Background: an optimization exercise with open tools, aiming at small area, a short achievable clock period and few clock cycles per item. Do not read the settings as production practice. No functional check of the RTL was part of any run shown here.

`flow/design.v`:
```
module cordic_core (
    input  wire        clk,
    input  wire        rst,
    input  wire        start,
    input  wire [15:0] angle,
    output wire [15:0] sin_out,
    output wire [15:0] cos_out,
    output reg         busy
);
    reg  [15:0] u, v;        
    reg  [12:0] z;           
    reg  [3:0]  i;           
    reg  [3:0]  iu;          
    reg  [1:0]  q;           
    assign sin_out = u;
    assign cos_out = v;
    wire acc  = start & ~busy;
    wire swp  = q[0];           
    wire pu   = q[1];           
    wire pv   = q[1] ^ q[0];    
    reg  last;                  
    wire [13:0] th = angle[13:0];
    reg d1;
    reg d2;
    always @(*) begin
        d1 = (th >= 14'd8192);
        case ({d1})
            1'b0: d2 = (th >= 14'd3356);
            1'b1: d2 = (th >= 14'd13028);
            default: d2 = 1'b0;
        endcase
    end
    reg [15:0] x0, y0;
    reg [12:0] c0;
    always @(*) begin
        case ({d1,d2})
            2'b00: begin x0 = 16'd16170; y0 = 16'd1245; c0 = 13'd801; end
            2'b01: begin x0 = 16'd13682; y0 = 16'd8707; c0 = 13'd5911; end
            2'b10: begin x0 = 16'd8707; y0 = 16'd13682; c0 = 13'd2281; end
            2'b11: begin x0 = 16'd1245; y0 = 16'd16170; c0 = 13'd7391; end
            default: begin x0 = 16'd0; y0 = 16'd0; c0 = 13'd0; end
        endcase
    end
    wire [15:0] uini = (angle[14] ? x0 : y0) ^ {16{angle[15]}};
    wire [15:0] vini = (angle[14] ? y0 : x0) ^ {16{angle[15] ^ angle[14]}};
    wire [12:0] at =
        (i == 4'd3) ? 13'd1297 :
        (i == 4'd4) ? 13'd651 :
        (i == 4'd5) ? 13'd326 :
        (i == 4'd6) ? 13'd163 :
        (i == 4'd7) ? 13'd81 :
        (i == 4'd8) ? 13'd41 :
        (i == 4'd9) ? 13'd20 :
        (i == 4'd10) ? 13'd10 :
        (i == 4'd11) ? 13'd5 :
        (i == 4'd12) ? 13'd3 :
        (i == 4'd13) ? 13'd1 :
        (i == 4'd14) ? 13'd1 :
        13'd0;
    wire        d    = ~z[12];
    wire        zsub = busy ? d : 1'b1;
    wire [12:0] za   = busy ? z : angle[12:0];
    wire [12:0] zb   = (busy ? at : c0) ^ {13{zsub}};
    wire [12:0] znxt;
    zadd ZADD (.a(za), .b(zb), .c(zsub), .y(znxt));
    wire        subu = ~(swp ^ d) ^ pu;
    wire        subv = (swp ^ d) ^ pv;
    wire        mu   = pv ^ subu;     
    wire        mv   = pu ^ subv;
    wire        fixu = last & pu & subu;
    wire        fixv = last & pv & subv;
    wire        fu   = fixu ? mu : v[15];
    wire        fv   = fixv ? mv : u[15];
    wire [15:0] sv1  = i[0]  ? {fu, v[15:1]} : v;
    wire [15:0] sv2  = i[1]  ? {{2{fu}}, sv1[15:2]} : sv1;
    wire [15:0] sv3  = i[2]  ? {{4{fu}}, sv2[15:4]} : sv2;
    wire [15:0] sv4  = i[3]  ? {{8{fu}}, sv3[15:8]} : sv3;
    wire [15:0] su1  = iu[0] ? {fv, u[15:1]} : u;
    wire [15:0] su2  = iu[1] ? {{2{fv}}, su1[15:2]} : su1;
    wire [15:0] su3  = iu[2] ? {{4{fv}}, su2[15:4]} : su2;
    wire [15:0] su4  = iu[3] ? {{8{fv}}, su3[15:8]} : su3;
    wire [15:0] opu  = (sv4 ^ {16{mu}}) ^ {14'd0, fixu, 1'b0};
    wire [15:0] opv  = (su4 ^ {16{mv}}) ^ {14'd0, fixv, 1'b0};
    wire        ciu  = ~fixu & (subu | (last & pu));
    wire        civ  = ~fixv & (subv | (last & pv));
    wire [15:0] unxt, vnxt;
    uvadd UADD (.a(u), .b(opu), .c(ciu), .y(unxt));
    uvadd VADD (.a(v), .b(opv), .c(civ), .y(vnxt));
    always @(posedge clk or posedge rst) begin
        if (rst)
            busy <= 1'b0;
        else
            busy <= acc | (busy & ~last);
    end
    always @(posedge clk) begin
        last <= busy & (i == 4'd13);
        i  <= busy ? i + 4'd1 : 4'd3;
        iu <= busy ? iu + 4'd1 : 4'd3;
        z  <= znxt;
        if (!busy) q <= angle[15:14];
        if (acc) begin
            u <= uini;
            v <= vini;
        end else if (busy) begin
            u <= unxt;
            v <= vnxt;
        end
    end
endmodule
module uvadd(input [15:0] a, input [15:0] b, input c, output [15:0] y);
  wire [15:0] p = a ^ b;
  wire [15:0] g0 = a & b;
  wire G_0_c = g0[0] | (p[0] & c);
  wire G_1_c = g0[1] | (p[1] & G_0_c);
  wire G_3_2 = g0[3] | (p[3] & g0[2]);
  wire P_3_2 = p[3] & p[2];
  wire G_5_4 = g0[5] | (p[5] & g0[4]);
  wire P_5_4 = p[5] & p[4];
  wire G_7_6 = g0[7] | (p[7] & g0[6]);
  wire P_7_6 = p[7] & p[6];
  wire G_9_8 = g0[9] | (p[9] & g0[8]);
  wire P_9_8 = p[9] & p[8];
  wire G_11_10 = g0[11] | (p[11] & g0[10]);
  wire P_11_10 = p[11] & p[10];
  wire G_13_12 = g0[13] | (p[13] & g0[12]);
  wire P_13_12 = p[13] & p[12];
  wire G_15_14 = g0[15] | (p[15] & g0[14]);
  wire P_15_14 = p[15] & p[14];
  wire G_2_c = g0[2] | (p[2] & G_1_c);
  wire G_3_c = G_3_2 | (P_3_2 & G_1_c);
  wire G_6_4 = g0[6] | (p[6] & G_5_4);
  wire P_6_4 = p[6] & P_5_4;
  wire G_7_4 = G_7_6 | (P_7_6 & G_5_4);
  wire P_7_4 = P_7_6 & P_5_4;
  wire G_10_8 = g0[10] | (p[10] & G_9_8);
  wire P_10_8 = p[10] & P_9_8;
  wire G_11_8 = G_11_10 | (P_11_10 & G_9_8);
  wire P_11_8 = P_11_10 & P_9_8;
  wire G_14_12 = g0[14] | (p[14] & G_13_12);
  wire P_14_12 = p[14] & P_13_12;
  wire G_15_12 = G_15_14 | (P_15_14 & G_13_12);
  wire P_15_12 = P_15_14 & P_13_12;
  wire G_4_c = g0[4] | (p[4] & G_3_c);
  wire G_5_c = G_5_4 | (P_5_4 & G_3_c);
  wire G_6_c = G_6_4 | (P_6_4 & G_3_c);
  wire G_7_c = G_7_4 | (P_7_4 & G_3_c);
  wire G_12_8 = g0[12] | (p[12] & G_11_8);
  wire P_12_8 = p[12] & P_11_8;
  wire G_13_8 = G_13_12 | (P_13_12 & G_11_8);
  wire P_13_8 = P_13_12 & P_11_8;
  wire G_14_8 = G_14_12 | (P_14_12 & G_11_8);
  wire P_14_8 = P_14_12 & P_11_8;
  wire G_15_8 = G_15_12 | (P_15_12 & G_11_8);
  wire P_15_8 = P_15_12 & P_11_8;
  wire G_8_c = g0[8] | (p[8] & G_7_c);
  wire G_9_c = G_9_8 | (P_9_8 & G_7_c);
  wire G_10_c = G_10_8 | (P_10_8 & G_7_c);
  wire G_11_c = G_11_8 | (P_11_8 & G_7_c);
  wire G_12_c = G_12_8 | (P_12_8 & G_7_c);
  wire G_13_c = G_13_8 | (P_13_8 & G_7_c);
  wire G_14_c = G_14_8 | (P_14_8 & G_7_c);
  wire G_15_c = G_15_8 | (P_15_8 & G_7_c);
  assign y = p ^ {G_14_c, G_13_c, G_12_c, G_11_c, G_10_c, G_9_c, G_8_c, G_7_c, G_6_c, G_5_c, G_4_c, G_3_c, G_2_c, G_1_c, G_0_c, c};
endmodule
module zadd(input [12:0] a, input [12:0] b, input c, output [12:0] y);
  wire [12:0] p = a ^ b;
  wire [12:0] g0 = a & b;
  wire G_0_c = g0[0] | (p[0] & c);
  wire G_1_c = g0[1] | (p[1] & G_0_c);
  wire G_3_2 = g0[3] | (p[3] & g0[2]);
  wire P_3_2 = p[3] & p[2];
  wire G_5_4 = g0[5] | (p[5] & g0[4]);
  wire P_5_4 = p[5] & p[4];
  wire G_7_6 = g0[7] | (p[7] & g0[6]);
  wire P_7_6 = p[7] & p[6];
  wire G_9_8 = g0[9] | (p[9] & g0[8]);
  wire P_9_8 = p[9] & p[8];
  wire G_11_10 = g0[11] | (p[11] & g0[10]);
  wire P_11_10 = p[11] & p[10];
  wire G_3_c = G_3_2 | (P_3_2 & G_1_c);
  wire G_7_4 = G_7_6 | (P_7_6 & G_5_4);
  wire P_7_4 = P_7_6 & P_5_4;
  wire G_11_8 = G_11_10 | (P_11_10 & G_9_8);
  wire P_11_8 = P_11_10 & P_9_8;
  wire G_7_c = G_7_4 | (P_7_4 & G_3_c);
  wire G_11_c = G_11_8 | (P_11_8 & G_7_c);
  wire G_5_c = G_5_4 | (P_5_4 & G_3_c);
  wire G_9_c = G_9_8 | (P_9_8 & G_7_c);
  wire G_2_c = g0[2] | (p[2] & G_1_c);
  wire G_4_c = g0[4] | (p[4] & G_3_c);
  wire G_6_c = g0[6] | (p[6] & G_5_c);
  wire G_8_c = g0[8] | (p[8] & G_7_c);
  wire G_10_c = g0[10] | (p[10] & G_9_c);
  wire G_12_c = g0[12] | (p[12] & G_11_c);
  assign y = p ^ {G_11_c, G_10_c, G_9_c, G_8_c, G_7_c, G_6_c, G_5_c, G_4_c, G_3_c, G_2_c, G_1_c, G_0_c, c};
endmodule
```
`flow/run.sh`:
```
#!/bin/bash
# synth_recipe.tcl (not shown) runs the flow's synth.tcl, then flattens the netlist and writes it again
# the make line also repeats each setting of config.mk as NAME=value (left out here)
make -C /OpenROAD-flow-scripts/flow DESIGN_CONFIG=/design/flow/config.mk WORK_HOME=/design/flow/orfs CLKGATE_MAP_FILE= SYNTH_SCRIPT=/design/flow/synth_recipe.tcl finish
```
`flow/constraint.sdc`:
```
create_clock -name core_clock -period 5.0 [get_ports {clk}]
set_input_delay 1.0000 -clock core_clock [delete_from_list [all_inputs] [get_ports {clk}]]
set_output_delay 1.0000 -clock core_clock [all_outputs]
set_load 0.01 [all_outputs]
```
`flow/config.mk`:
```
export PLATFORM = sky130hd
export DESIGN_NAME = cordic_core
export DESIGN_NICKNAME = cordic_core
export VERILOG_FILES = /design/flow/design.v
export SDC_FILE = /design/flow/constraint.sdc
export NUM_CORES = 4
export LEC_CHECK = 0
export ABC_AREA = 1
export CAP_MARGIN = 20
export CORE_MARGIN = 2
export CORE_UTILIZATION = 40
export CTS_BUF_LIST = sky130_fd_sc_hd__clkbuf_8
export SETUP_SLACK_MARGIN = 1.5
export SLEW_MARGIN = 20
```
==> run notes, run 1 <==
* Vias in the first global route: 5832
* Core region area: ~15000 µm²
- Share of the clock period used by the worst path after layout: between 70% and 80%
- TritonCTS created 9 clock buffers.
* Total of max-cap violations: 0
- Sequential elements use a little under a quarter of the synthesized area.
- After synthesis, the most frequently instantiated cells are 280 x nand2_1, 106 x inv_1, 98 x o21ai_0.
- Number of rows created at floorplan: 45
- Post-synthesis async set-or-reset flop share: roughly 1.8%
* Avg Cell Area, Syn: between 6 and 7 µm²
- The area growth from synthesis to layout is 29.78%.
- The number of nets in the synthesized netlist is ~1000.
- Input and output buffers added on the ports amount to between 50 and 60.
- Die extent in y: around 130 µm
- Counting every instance in the synthesized netlist gives 932.
- Dominant cell type by area after synthesis: nand2_1
- Synth top area cells: nand2_1 17%, edfxtp_1 16%, ha_1 8.5%
- Status: finished clean
- The worst hold path belongs to the class register to register.
* GR Util All Layers: between 20 and 25%
- Hpwl dp: around 14000 µm
- Counting I/O delays and the setup requirement, the final critical path takes ~3.6 ns.
* Endpoints failing hold: 0
- FILL cells: around 1500
- Once detail routing completed, the nets flagged for antenna violations numbered 0.
- Number of buffers on the longest clock path: 2
* Chip width: roughly 130 µm
- The number of max-slew violations in the final report is 0.
- Global route total overflow: 0
* RSZ-0062 raised after global routing: yes
* Wire length per cell after detailed routing: between 15 and 20 µm
- Timing would allow up to roughly 0.27 GHz.
* Critical path class: register to register
- Crit end category: register
- For this run, the number of Yosys warnings is 1.
- Ys flop type: edfxtp_1
* CTS tree: built
- The clock reaches the later pin of the worst-skew pair after approximately 0.36 ns.
- The first global-routing pass estimated between 20000 and 30000 µm of wire.
- Number of synthesized flops with an enable pin: 34
- Setup violations remaining at the end of the flow were counted as 0.
- Level count of the clock H-tree: 3
- The repair_antennas step left the layout with diodes totalling 0.
* Number of violations reported at the end of detailed-routing iteration 0: ~440
- For the final database, setup skew stands at around 0.012 ns.
- The synthesized netlist contains 47 unique library cells.
- Most repeated cell in the gate-level netlist after synthesis: nand2_1
- In this run the count of I/O pins placed on the die edge is 52.
* Antenna violations before repair: 0
* Slew of the pin with the lowest slew margin: about 0.89 ns
* Die area: 16790 µm²
- Final sum of negative setup slack: 0 ns
- The clock drives 57 sinks.
* Register bit total from synthesis: 57
* Layout cells sized above 1: approximately 22%
* Critical Path Start Type: register
* Starting density of the core: approximately two fifths
- Nets@finish: 1104
* Wire length after detailed routing: approximately 19000 µm
* Clock Pin Slew Worst Setup and Hold Paths: 0.07 ns
- In this run the cell area of the synthesized design comes to 6306 µm².
* Clock root buffer master: clkbuf_8
- In this run the worst path has a maximum fanout of 3.
* Largest net degree at the start of global routing: 36
- Data arrival time of the worst path: between 3 and 4 ns
- Core utilization of the finished layout: between 50% and 60%
* Number of vias per cell: around 5.1
- The first detailed-routing pass ran for 5 iterations.
- Vias after detailed routing: around 6400
* Routability-driven placement congestion ratio: 0.9127
- Summed over its instances, the top area cell type makes up 16.67% of the synthesized netlist area.
- Worst slew margin relative to its limit: 39.82%
* DRC viols: 0
- For the worst setup path, the data required time is 5.11 ns.
==> area by class of cell <==
class | count | area [µm²] | area share [%]
repair inverters | 1 | 5.005 | 0.06115
repair buffers | 116 | 1076 | 13.15
multi-input cells | 727 | 4676 | 57.13
inverters | 114 | 452.9 | 5.534
clock inverters | 3 | 38.79 | 0.4739
clock buffers | 13 | 178.9 | 2.186
flip-flops and latches | 57 | 1493 | 18.24
well taps | 211 | 264.0 | 3.226
==> registers in the layout (all words and copies together) (netlist names) <==
register and count:
busy 1, i 4, iu 4, last 1
q 2, u 16, v 16, z 13
==> path summary, 6_finish.rpt <==
path	start	end	slack, ns	depth (start not counted)
setup / recovery	q[1]	u[8]	1.36	22
hold / removal	i[0]	i[0]	0.57	2
setup reg to reg	q[1]	u[8]	1.36	22
hold reg to reg	i[0]	i[0]	0.57	2
max in group asynchronous	rst	busy	4.15	2
min in group asynchronous	rst	busy	0.76	2
==> metal layers <==
| metal | wire length, µm | track usage, % | up-vias |
|---|---|---|---|
| li1 | - | - | 3236 |
| met1 | 8921 | 31.35 | 2921 |
| met2 | 8824 | 36.74 | 164 |
| met3 | 890 | 2.849 | 41 |
| met4 | 479 | 7.400 | 0 |
| met5 | 0 | 0 | - |
==> through the flow <==
stage,area [µm²],worst slack (ns),instances,hold WS (ns)
6_report,8184,1.358,1242,0.5687
5_1_grt,8184,1.193,1242,0.5912
4_1_cts,7606,1.476,1218,0.5739
3_5_place_dp,6973,0.8205,1170,0.5622
3_3_place_gp,6973,0.8753,1170,0.5504
2_1_floorplan,6316,1.509,932,0.4457
==> repair_timing <==
| item | 4_1_cts | 5_1_grt |
|---|---|---|
| gates resized for setup | 61 | 122 |
| hold buffers | 0 | 0 |
| pin swaps | 33 | 52 |
| cloned | 0 | 1 |
| setup endpoints to repair | 30 | 33 |
| setup buffers | 32 | 23 |
==> cell families after synthesis <==
kind of cell / count (synthesis) / synth area share [%]
flops: 57 / 23.57
simple gates: 423 / 28.27
xor+xnor: 55 / 7.758
mux: 2 / 0.3175
compound gates: 188 / 16.55
buf+inv: 148 / 9.920
fa+ha+maj: 59 / 13.61
==> worst max-delay path, cell delays in order (launching register included) <==
cell and delay (ns):
edfxtp_1 0.45, xnor2_2 0.20, xor2_1 0.16, inv_1 0.09
ha_4 0.18, inv_4 0.06, nand2_4 0.06, nand3_4 0.09
nand2_2 0.05, nand2_1 0.06, o21ai_2 0.08, o21ai_2 0.17
nand2_1 0.07, nand3_1 0.10, xor2_1 0.09, fa_2 0.35
nand3b_1 0.17, nand3_2 0.11, nand3_2 0.07, nand2_2 0.11
inv_2 0.07, fa_2 0.54, o21ai_2 0.06
==> cells in the final DEF (no fill, tap or decap), drive strengths merged, types with 3 or more instances in the layout <==
cell type / instances
clkdlybuf4s50: 39
dfxtp: 22
nand2: 289
fa: 16
buf: 65
or2: 4
o21ai: 125
dlymetal6s2s: 9
clkinvlp: 3
o211ai: 7
nor3: 5
clkbuf: 14
a21oi: 31
inv: 112
a31oi: 6
edfxtp: 34
nor2: 49
xnor2: 9
nand3: 69
nand4: 4
xor2: 46
ha: 43
o21bai: 5
a21o: 6
==> inputs of run 2 (changes only) <==
--- a/flow/design.v
+++ b/flow/design.v
@@ -113,51 +113,85 @@
   wire G_0_c = g0[0] | (p[0] & c);
   wire G_1_c = g0[1] | (p[1] & G_0_c);
+  wire G_2_1 = g0[2] | (p[2] & g0[1]);
+  wire P_2_1 = p[2] & p[1];
   wire G_3_2 = g0[3] | (p[3] & g0[2]);
   wire P_3_2 = p[3] & p[2];
+  wire G_4_3 = g0[4] | (p[4] & g0[3]);
+  wire P_4_3 = p[4] & p[3];
   wire G_5_4 = g0[5] | (p[5] & g0[4]);
   wire P_5_4 = p[5] & p[4];
+  wire G_6_5 = g0[6] | (p[6] & g0[5]);
+  wire P_6_5 = p[6] & p[5];
   wire G_7_6 = g0[7] | (p[7] & g0[6]);
   wire P_7_6 = p[7] & p[6];
+  wire G_8_7 = g0[8] | (p[8] & g0[7]);
+  wire P_8_7 = p[8] & p[7];
   wire G_9_8 = g0[9] | (p[9] & g0[8]);
   wire P_9_8 = p[9] & p[8];
+  wire G_10_9 = g0[10] | (p[10] & g0[9]);
+  wire P_10_9 = p[10] & p[9];
   wire G_11_10 = g0[11] | (p[11] & g0[10]);
   wire P_11_10 = p[11] & p[10];
+  wire G_12_11 = g0[12] | (p[12] & g0[11]);
+  wire P_12_11 = p[12] & p[11];
   wire G_13_12 = g0[13] | (p[13] & g0[12]);
   wire P_13_12 = p[13] & p[12];
+  wire G_14_13 = g0[14] | (p[14] & g0[13]);
+  wire P_14_13 = p[14] & p[13];
   wire G_15_14 = g0[15] | (p[15] & g0[14]);
   wire P_15_14 = p[15] & p[14];
-  wire G_2_c = g0[2] | (p[2] & G_1_c);
+  wire G_2_c = G_2_1 | (P_2_1 & G_0_c);
   wire G_3_c = G_3_2 | (P_3_2 & G_1_c);
-  wire G_6_4 = g0[6] | (p[6] & G_5_4);
-  wire P_6_4 = p[6] & P_5_4;
+  wire G_4_1 = G_4_3 | (P_4_3 & G_2_1);
+  wire P_4_1 = P_4_3 & P_2_1;
+  wire G_5_2 = G_5_4 | (P_5_4 & G_3_2);
+  wire P_5_2 = P_5_4 & P_3_2;
+  wire G_6_3 = G_6_5 | (P_6_5 & G_4_3);
+  wire P_6_3 = P_6_5 & P_4_3;
   wire G_7_4 = G_7_6 | (P_7_6 & G_5_4);
   wire P_7_4 = P_7_6 & P_5_4;
-  wire G_10_8 = g0[10] | (p[10] & G_9_8);
-  wire P_10_8 = p[10] & P_9_8;
+  wire G_8_5 = G_8_7 | (P_8_7 & G_6_5);
+  wire P_8_5 = P_8_7 & P_6_5;
+  wire G_9_6 = G_9_8 | (P_9_8 & G_7_6);
+  wire P_9_6 = P_9_8 & P_7_6;
+  wire G_10_7 = G_10_9 | (P_10_9 & G_8_7);
+  wire P_10_7 = P_10_9 & P_8_7;
   wire G_11_8 = G_11_10 | (P_11_10 & G_9_8);
   wire P_11_8 = P_11_10 & P_9_8;
-  wire G_14_12 = g0[14] | (p[14] & G_13_12);
-  wire P_14_12 = p[14] & P_13_12;
+  wire G_12_9 = G_12_11 | (P_12_11 & G_10_9);
+  wire P_12_9 = P_12_11 & P_10_9;
+  wire G_13_10 = G_13_12 | (P_13_12 & G_11_10);
+  wire P_13_10 = P_13_12 & P_11_10;
+  wire G_14_11 = G_14_13 | (P_14_13 & G_12_11);
+  wire P_14_11 = P_14_13 & P_12_11;
   wire G_15_12 = G_15_14 | (P_15_14 & G_13_12);
   wire P_15_12 = P_15_14 & P_13_12;
-  wire G_4_c = g0[4] | (p[4] & G_3_c);
-  wire G_5_c = G_5_4 | (P_5_4 & G_3_c);
-  wire G_6_c = G_6_4 | (P_6_4 & G_3_c);
+  wire G_4_c = G_4_1 | (P_4_1 & G_0_c);
+  wire G_5_c = G_5_2 | (P_5_2 & G_1_c);
+  wire G_6_c = G_6_3 | (P_6_3 & G_2_c);
   wire G_7_c = G_7_4 | (P_7_4 & G_3_c);
-  wire G_12_8 = g0[12] | (p[12] & G_11_8);
-  wire P_12_8 = p[12] & P_11_8;
-  wire G_13_8 = G_13_12 | (P_13_12 & G_11_8);
-  wire P_13_8 = P_13_12 & P_11_8;
-  wire G_14_8 = G_14_12 | (P_14_12 & G_11_8);
-  wire P_14_8 = P_14_12 & P_11_8;
+  wire G_8_1 = G_8_5 | (P_8_5 & G_4_1);
+  wire P_8_1 = P_8_5 & P_4_1;
+  wire G_9_2 = G_9_6 | (P_9_6 & G_5_2);
+  wire P_9_2 = P_9_6 & P_5_2;
+  wire G_10_3 = G_10_7 | (P_10_7 & G_6_3);
+  wire P_10_3 = P_10_7 & P_6_3;
+  wire G_11_4 = G_11_8 | (P_11_8 & G_7_4);
+  wire P_11_4 = P_11_8 & P_7_4;
+  wire G_12_5 = G_12_9 | (P_12_9 & G_8_5);
+  wire P_12_5 = P_12_9 & P_8_5;
+  wire G_13_6 = G_13_10 | (P_13_10 & G_9_6);
+  wire P_13_6 = P_13_10 & P_9_6;
+  wire G_14_7 = G_14_11 | (P_14_11 & G_10_7);
+  wire P_14_7 = P_14_11 & P_10_7;
   wire G_15_8 = G_15_12 | (P_15_12 & G_11_8);
   wire P_15_8 = P_15_12 & P_11_8;
-  wire G_8_c = g0[8] | (p[8] & G_7_c);
-  wire G_9_c = G_9_8 | (P_9_8 & G_7_c);
-  wire G_10_c = G_10_8 | (P_10_8 & G_7_c);
-  wire G_11_c = G_11_8 | (P_11_8 & G_7_c);
-  wire G_12_c = G_12_8 | (P_12_8 & G_7_c);
-  wire G_13_c = G_13_8 | (P_13_8 & G_7_c);
-  wire G_14_c = G_14_8 | (P_14_8 & G_7_c);
+  wire G_8_c = G_8_1 | (P_8_1 & G_0_c);
+  wire G_9_c = G_9_2 | (P_9_2 & G_1_c);
+  wire G_10_c = G_10_3 | (P_10_3 & G_2_c);
+  wire G_11_c = G_11_4 | (P_11_4 & G_3_c);
+  wire G_12_c = G_12_5 | (P_12_5 & G_4_c);
+  wire G_13_c = G_13_6 | (P_13_6 & G_5_c);
+  wire G_14_c = G_14_7 | (P_14_7 & G_6_c);
   wire G_15_c = G_15_8 | (P_15_8 & G_7_c);
   assign y = p ^ {G_14_c, G_13_c, G_12_c, G_11_c, G_10_c, G_9_c, G_8_c, G_7_c, G_6_c, G_5_c, G_4_c, G_3_c, G_2_c, G_1_c, G_0_c, c};
==> run notes, run 2 <==
- Insertion delay of the later-clocked pin in the worst-skew pair: between 0.3 and 0.4 ns
* TritonCTS Buffers: 9
- 0 antenna diodes ended up in the layout.
- Ys flop type: edfxtp_1
- Class of the most critical hold timing path: register to register
* Nets in the synthesized netlist: about 1100
- For the worst setup path, the data arrival time is 3.61 ns.
- For this run, the total global-route usage over all layers was measured as between 20% and 30%.
* Cell Area, Synth: 6510 µm²
- Sink of the worst hold path: busy
- Status: finished clean
* Count of clock tree sinks: between 50 and 60
- Worst R2R End: u[9]
- Setup violations remaining at the end of the flow were counted as 0.
- Die extent in y: about 130 µm
- The critical path is of the register to register type.
* Achievable clock frequency: 0.2875 GHz
- Hold is met by a little over 0.5 ns.
* Detail Route Antenna Nets: 0
* Seq/Total Area, Yosys: between 20% and 30%
* Path depth of the worst reg2reg path: 19
- Synth top area cells: nand2_1 17%, edfxtp_1 16%, ha_1 8.6%
* Wire length after detailed routing: 20770 µm
- Along the worst hold path, the cell count comes to 1.
- The largest registers in the layout are u: 16 flops, v: 16 flops, z: 13 flops.
* Number of warnings reported in the yosys synthesis log: 1
- Leaving out fill and tap cells, the most frequent cell in the layout is nand2_1.
- Starting density of the core: slightly above 40%
* Layout cells sized above 1: a little over a fifth
- Leading cell types in the layout, fill and taps excluded: 267 x nand2_1, 101 x inv_1, 73 x o21ai_0, 67 x buf_4, 57 x nand3_1
- The worst setup path is launched from a register.
- Synthesis handed over a netlist of around 1000 instances.
* Slew of the pin with the lowest slew margin: around 0.85 ns
- Top cells by instance count after synthesis: 291 x nand2_1, 116 x inv_1, 95 x o21ai_0
- Die area: between 15000 and 20000 µm²
- Number of search-and-repair iterations in the first detailed-routing pass: 5
- The congestion estimate from routability-driven global placement came to approximately 0.91.
* Final critical delay including setup and external delays: approximately 3.5 ns
* Number of buffers on the longest clock path: 2
* IO Count: 52
* Core region area: between 15000 and 20000 µm²
* Worst slew margin relative to its limit: between 40% and 50%
* Fraction of post-synthesis cell area in the top cell type by area: ~17%
- The tool flagged a number of max-cap violations equal to 0.
* Avg Cell Area, Syn: about 6.6 µm²
* Worst Skew: 0.01463 ns
- Excluding fillers, the count of instances in the completed layout stands at ~1300.
- Count of cell types in the netlist: 53
- Vias in the first global route: roughly 6300
- In the final routed layout, each cell accounts on average for 15.82 µm.
* Chip width: 131.6 µm
- Global route total overflow: 0
- Endpoints failing hold: 0
- Entering global routing, the biggest net connects 27 pins.
- DRC viols: 0
* Quantity of I/O buffers inserted on ports: 51
* Area Overhead vs Synth: 28.66%
- Slack of the worst reg-to-reg path: roughly 1.5 ns
- CTS built an H-tree with a depth of 3.
- Data required time at the worst endpoint: 5.13 ns
- The wire-length estimate of the detail-placed layout is between 15000 and 20000 µm.
- The net count of the finished layout is roughly 1200.
- Number of vias per cell: 5.254
- In this run, post-CTS hold repair placed 0 buffers.
- Counting flops with a built-in enable in the synthesized netlist gives 34.
- Placed cell count: roughly 1200
- In this run the most critical hold path is launched from last.
- Number of violations reported at the end of detailed-routing iteration 0: 439
- Along the worst path, the maximum fanout reaches 23.
- The number of antenna violations at the first check in global routing is 0.
- Number of rows created at floorplan: 46
- The number of max-slew violations in the final report was 0.
- Most repeated cell in the gate-level netlist after synthesis: nand2_1
- Post-synthesis async set-or-reset flop share: between 1.5 and 2%
- Final sum of negative setup slack: 0 ns
- Register bit total from synthesis: 57
* CTS tree: built
- Clock root buffer master: clkbuf_8
* Dominant cell type by area after synthesis: nand2_1
* Clock Pin Slew Worst Setup and Hold Paths: around 0.070 ns
- The startpoint identified for the worst register-to-register timing path is z[12].
* Crit end category: register
* Global-route wire length before repair: between 30000 and 40000 µm
- After layout, the worst path uses a little over two thirds of the clock period.
* Vias after detailed routing: approximately 6900
* RSZ-0062 raised after global routing: yes
[run 2: how the worst max path moves through the flow]
stage	slack, ns	to	from
5_1_grt	1.28	u[12]	q[1]
6_report	1.52	u[9]	z[12]
4_1_cts	1.46	v[12]	q[1]
3_5_place_dp	0.69	z[11]	angle[13]
2_1_floorplan	1.57	u[12]	z[12]
3_3_place_gp	0.74	z[11]	angle[13]
[run 2: logic make-up after synthesis]
| group | Yosys count | share of synthesized area [%] |
|---|---|---|
| buffers and inverters | 159 | 10.46 |
| flip-flops | 57 | 22.83 |
| AO/OA/AOI/OAI | 235 | 19.89 |
| adder cells (fa/ha/maj) | 55 | 11.72 |
| multiplexers | 6 | 0.9226 |
| XOR/XNOR | 46 | 6.304 |
| AND/OR/NAND/NOR | 435 | 27.87 |
[run 2: per-stage QoR]
stage / instance area (µm²) / util (%) / setup slack, ns
floorplan: 6510 / - / 1.571
global placement: 7164 / 45.10 / 0.7421
detailed placement: 7164 / 45.10 / 0.6941
CTS: 7661 / 48.23 / 1.463
global route: 8376 / 52.73 / 1.277
finish: 8376 / 52.73 / 1.521
[run 2: routing by layer]
layer / global-route usage (%) / share of wire [%]
met4: 10.08 / 3.4
met5: 0 / 0
met3: 3.318 / 4.8
met1: 29.79 / 44
met2: 38.07 / 48
[run 2: final cells by class]
type / instances / area (µm²)
Clock buffer: 12 / 165.2
Clock inverter: 4 / 18.77
Fill cell: 1603 / 7510
Inverter: 125 / 493.0
Multi-Input combinational cell: 777 / 4830
Sequential cell: 57 / 1499
Tap cell: 216 / 270.3
Timing Repair Buffer: 122 / 1100
[run 2: what timing repair did]
action / CTS / global route
buffers inserted: 23 / 37
gates resized for setup: 50 / 130
endpoints found under the setup margin: 27 / 36
pin swaps: 23 / 54
cloned: 0 / 1
[run 2: worst max-delay path, cell delays in order, from the launching register on]
cell and delay [ns]:
dfxtp_1 0.42, buf_4 0.43, inv_8 0.15, nand2_2 0.13, nand2_2 0.08, nand2_2 0.06
nand2_1 0.06, inv_2 0.06, o21ai_1 0.07, a22oi_1 0.20, nand2_1 0.13, xor2_2 0.27
ha_4 0.26, a21o_1 0.20, a21oi_2 0.15, nand2_2 0.11, a21oi_2 0.17, o21ai_1 0.07
a21oi_1 0.12, nor2_1 0.05

re-timing with driven ports:
The results above use ideal ports. As a check the final layouts listed here were re-extracted and re-timed, cells and wires unchanged. Step 1 assumes that a clkbuf_16 drives the clock port and a buf_2 every other input. Step 2, shift: input delay + t, output delay - t, t = (earliest + latest rising clock arrival at the registers) / 2. This alone moves slack from input paths to output paths. Slacks: no drivers / after step 1 / after step 2; pairs: no drivers / after step 1.
run	t (ns)	setup slack, ns	worst data-port slew with drivers (ns)
run 1	0.399	1.358 / 1.358 / 1.334	0.04
run 2	0.399	1.521 / 1.521 / 1.210	0.05
After both steps setup and hold are still met in every run listed. For run 2, which loses most, drivers alone change the setup slack by 0.000 ns; drivers and shift together by -0.311 ns.
